Context: an optimization exercise on an open-source flow, tuned for small area and a short achievable clock period. The choices shown serve that exercise and are no tape-out recipe. Where RTL was checked, it was by simulation tests only, not by an equivalence proof against the original. Power figures rest on the tool's default switching activity, not on a simulated workload.

## ALU
module ALU(
        input               clk,
        input  logic [7:0]  number1,number2,
        input  logic [0:3]  opcode,
        output logic [15:0] resultant
    );
reg [2:0] pre_r, pre_q;
always @(*) begin
    if (number2 >= 8'd8) begin
        pre_q = 3'd0;
        pre_r = number1[7:5];
    end else begin
        case ({number2[2:0], number1[7:5]})
            6'd0: begin pre_q = 3'd7; pre_r = 3'd0; end
            6'd1: begin pre_q = 3'd7; pre_r = 3'd1; end
            6'd2: begin pre_q = 3'd7; pre_r = 3'd2; end
            6'd3: begin pre_q = 3'd7; pre_r = 3'd3; end
            6'd4: begin pre_q = 3'd7; pre_r = 3'd4; end
            6'd5: begin pre_q = 3'd7; pre_r = 3'd5; end
            6'd6: begin pre_q = 3'd7; pre_r = 3'd6; end
            6'd7: begin pre_q = 3'd7; pre_r = 3'd7; end
            6'd8: begin pre_q = 3'd0; pre_r = 3'd0; end
            6'd9: begin pre_q = 3'd1; pre_r = 3'd0; end
            6'd10: begin pre_q = 3'd2; pre_r = 3'd0; end
            6'd11: begin pre_q = 3'd3; pre_r = 3'd0; end
            6'd12: begin pre_q = 3'd4; pre_r = 3'd0; end
            6'd13: begin pre_q = 3'd5; pre_r = 3'd0; end
            6'd14: begin pre_q = 3'd6; pre_r = 3'd0; end
            6'd15: begin pre_q = 3'd7; pre_r = 3'd0; end
            6'd16: begin pre_q = 3'd0; pre_r = 3'd0; end
            6'd17: begin pre_q = 3'd0; pre_r = 3'd1; end
            6'd18: begin pre_q = 3'd1; pre_r = 3'd0; end
            6'd19: begin pre_q = 3'd1; pre_r = 3'd1; end
            6'd20: begin pre_q = 3'd2; pre_r = 3'd0; end
            6'd21: begin pre_q = 3'd2; pre_r = 3'd1; end
            6'd22: begin pre_q = 3'd3; pre_r = 3'd0; end
            6'd23: begin pre_q = 3'd3; pre_r = 3'd1; end
            6'd24: begin pre_q = 3'd0; pre_r = 3'd0; end
            6'd25: begin pre_q = 3'd0; pre_r = 3'd1; end
            6'd26: begin pre_q = 3'd0; pre_r = 3'd2; end
            6'd27: begin pre_q = 3'd1; pre_r = 3'd0; end
            6'd28: begin pre_q = 3'd1; pre_r = 3'd1; end
            6'd29: begin pre_q = 3'd1; pre_r = 3'd2; end
  ...
Size: about 37 I/O pins.
Settings: LEC_CHECK=0, ABC_AREA=1, CAP_MARGIN=20, CORE_MARGIN=2, CORE_UTILIZATION=60, CTS_BUF_LIST=sky130_fd_sc_hd__clkbuf_8, SLEW_MARGIN=20, SYNTH_HIERARCHICAL=1, SYNTH_MINIMUM_KEEP_SIZE=0; clock period 38.0 ns.
standard.sh (not shown) runs the stock make flow with config.mk's settings and CLKGATE_MAP_FILE= SYNTH_SCRIPT=/design/flow/synth_recipe.tcl, a recipe that flattens the netlist after the stock synthesis.
==> flow/flow/run.sh <==
#!/bin/bash
# The standard layout, with plain buf_2 cells as the port buffers.
# The whole make output goes to standard.log in the work folder.
bash standard.sh BUFFER_PORTS_ARGS="-buffer_cell sky130_fd_sc_hd__buf_2" finish > standard.log 2>&1
Edit:
--- a/flow/design.v
+++ b/flow/design.v
@@ -99,32 +99,25 @@
     assign addsub[k] = a[k] ^ bx[k] ^ ac[k];
     assign ac[k+1] = (a[k] & bx[k]) | (a[k] & ac[k]) | (bx[k] & ac[k]);
 end endgenerate
 assign addsub[8] = ac[8];
 wire [15:0] prod;
 mul8 u_mul (.a(a), .b(b), .p(prod));
 wire [7:0] q;
 wire [7:0] rem;
 wire [9:0] b3 = {2'b00, b} + {1'b0, b, 1'b0};
 wire [3:0] x3 = {r_pre, a[4:4]};
 wire [3:0] r3;
 wire [9:0] m1_3 = {2'b00, b};
-wire [4:0] c1_3;
-assign c1_3[0] = 1'b1;
-wire [3:0] y1_3 = ~m1_3[3:0];
-assign c1_3[1] = (x3[0] & y1_3[0]) | (x3[0] & c1_3[0]) | (y1_3[0] & c1_3[0]);
-assign c1_3[2] = (x3[1] & y1_3[1]) | (x3[1] & c1_3[1]) | (y1_3[1] & c1_3[1]);
-assign c1_3[3] = (x3[2] & y1_3[2]) | (x3[2] & c1_3[2]) | (y1_3[2] & c1_3[2]);
-assign c1_3[4] = (x3[3] & y1_3[3]) | (x3[3] & c1_3[3]) | (y1_3[3] & c1_3[3]);
-wire [4:0] d1_3 = {~c1_3[4], x3 ^ y1_3 ^ c1_3[3:0]};
+wire [4:0] d1_3 = {1'b0, x3} - {1'b0, m1_3[3:0]};
 wire ge1_3 = ~d1_3[4] & (b < 9'd16);
 wire [0:0] qd3 = ge1_3;
 assign r3 = ge1_3 ? d1_3[3:0] : x3;
 wire [4:0] x4 = {r3, a[3:3]};
 wire [4:0] r4;
 wire [9:0] m1_4 = {2'b00, b};
 wire [5:0] d1_4 = {1'b0, x4} - {1'b0, m1_4[4:0]};
 wire ge1_4 = ~d1_4[5] & (b < 9'd32);
 wire [0:0] qd4 = ge1_4;
 assign r4 = ge1_4 ? d1_4[4:0] : x4;
 wire [5:0] x5 = {r4, a[2:2]};
 wire [5:0] r5;
@@ -143,29 +136,29 @@
 wire [7:0] x7 = {r6, a[0:0]};
 wire [7:0] r7;
 wire [9:0] m1_7 = {2'b00, b};
 wire [8:0] d1_7 = {1'b0, x7} - {1'b0, m1_7[7:0]};
 wire ge1_7 = ~d1_7[8];
 wire [0:0] qd7 = ge1_7;
 assign r7 = ge1_7 ? d1_7[7:0] : x7;
 assign q = {q_pre, qd3, qd4, qd5, qd6, qd7};
 assign rem = r7;
 wire bz = (b == 8'd0);
 always @(posedge clk) begin
     case (op)
-        0:       resultant <= {7'd0, addsub[8], addsub[7:0]};
-        1:       resultant <= {{8{~addsub[8]}}, addsub[7:0]};
-        2:       resultant <= prod;
-        3:       resultant <= {{8{bz}}, q};
-        4:       resultant <= {8'd0, rem};
+        4'd0:    resultant <= {7'd0, addsub[8], addsub[7:0]};
+        4'd1:    resultant <= {{8{~addsub[8]}}, addsub[7:0]};
+        4'd2:    resultant <= prod;
+        4'd3:    resultant <= {{8{bz}}, q};
+        4'd4:    resultant <= {8'd0, rem};
         default: resultant <= resultant;
     endcase
 end
 endmodule
 module mul8(input [7:0] a, input [7:0] b, output [15:0] p);
 wire [63:0] pp;
 ppgen u_pp (.a(a), .b(b), .pp(pp));
 wire s0, c0;
 fa1 u_ha0 (.x(pp[6]), .y(pp[13]), .z(1'b1), .s(s0), .c(c0));
 wire s1, c1;
 fa1 u_fa1 (.x(pp[7]), .y(pp[14]), .z(pp[21]), .s(s1), .c(c1));
 wire s2, c2;
Final area is lower by 0.87%.
Total power fell by 0.60%.
Non-clock buffer count grows by 1.
Routed wire length rises by 1.1%.
Die area decreases by 0.64%.
Setup slack gets worse by 21 ps.
Clock power barely changes.
Register-to-register slack improved by 330 ps.
Via count rises by 1.5%.
First-iteration DRC count came out lower by 0.80%.
For the first run of this note, only the layout was checked, not whether the RTL still works.

port drivers added, routing unchanged:
The results above use ideal ports. As a check the final layouts listed here were re-extracted and re-timed, cells and wires unchanged.
Step 1 (the two cells are an assumption about what drives the block):
set clk [get_ports {clk}]
set_driving_cell -lib_cell sky130_fd_sc_hd__clkbuf_16 $clk
set_driving_cell -lib_cell sky130_fd_sc_hd__buf_2 [delete_from_list [all_inputs] $clk]
Step 2, shift: input delay + t, output delay - t, t = (earliest + latest rising clock arrival at the registers) / 2. This alone moves slack from input paths to output paths.
a / b / c = no drivers / after step 1 / after step 2; a / b = the first two.
run	t (ns)	setup WS [ns]	worst hold slack (ns)	latest minus earliest clock arrival (ns)	worst register clock-pin slew, ns
the first run	0.328	29.581 / 29.550 / 29.336	0.658 / 0.658 / 0.658	0.007 / 0.007	0.08 / 0.08
the second run	0.328	29.560 / 29.528 / 29.277	0.700 / 0.700 / 0.700	0.013 / 0.013	0.09 / 0.09
After both steps every run listed still meets setup and hold. For the second run, which loses most, drivers alone change the setup slack by -0.032 ns; drivers and shift together by -0.283 ns.
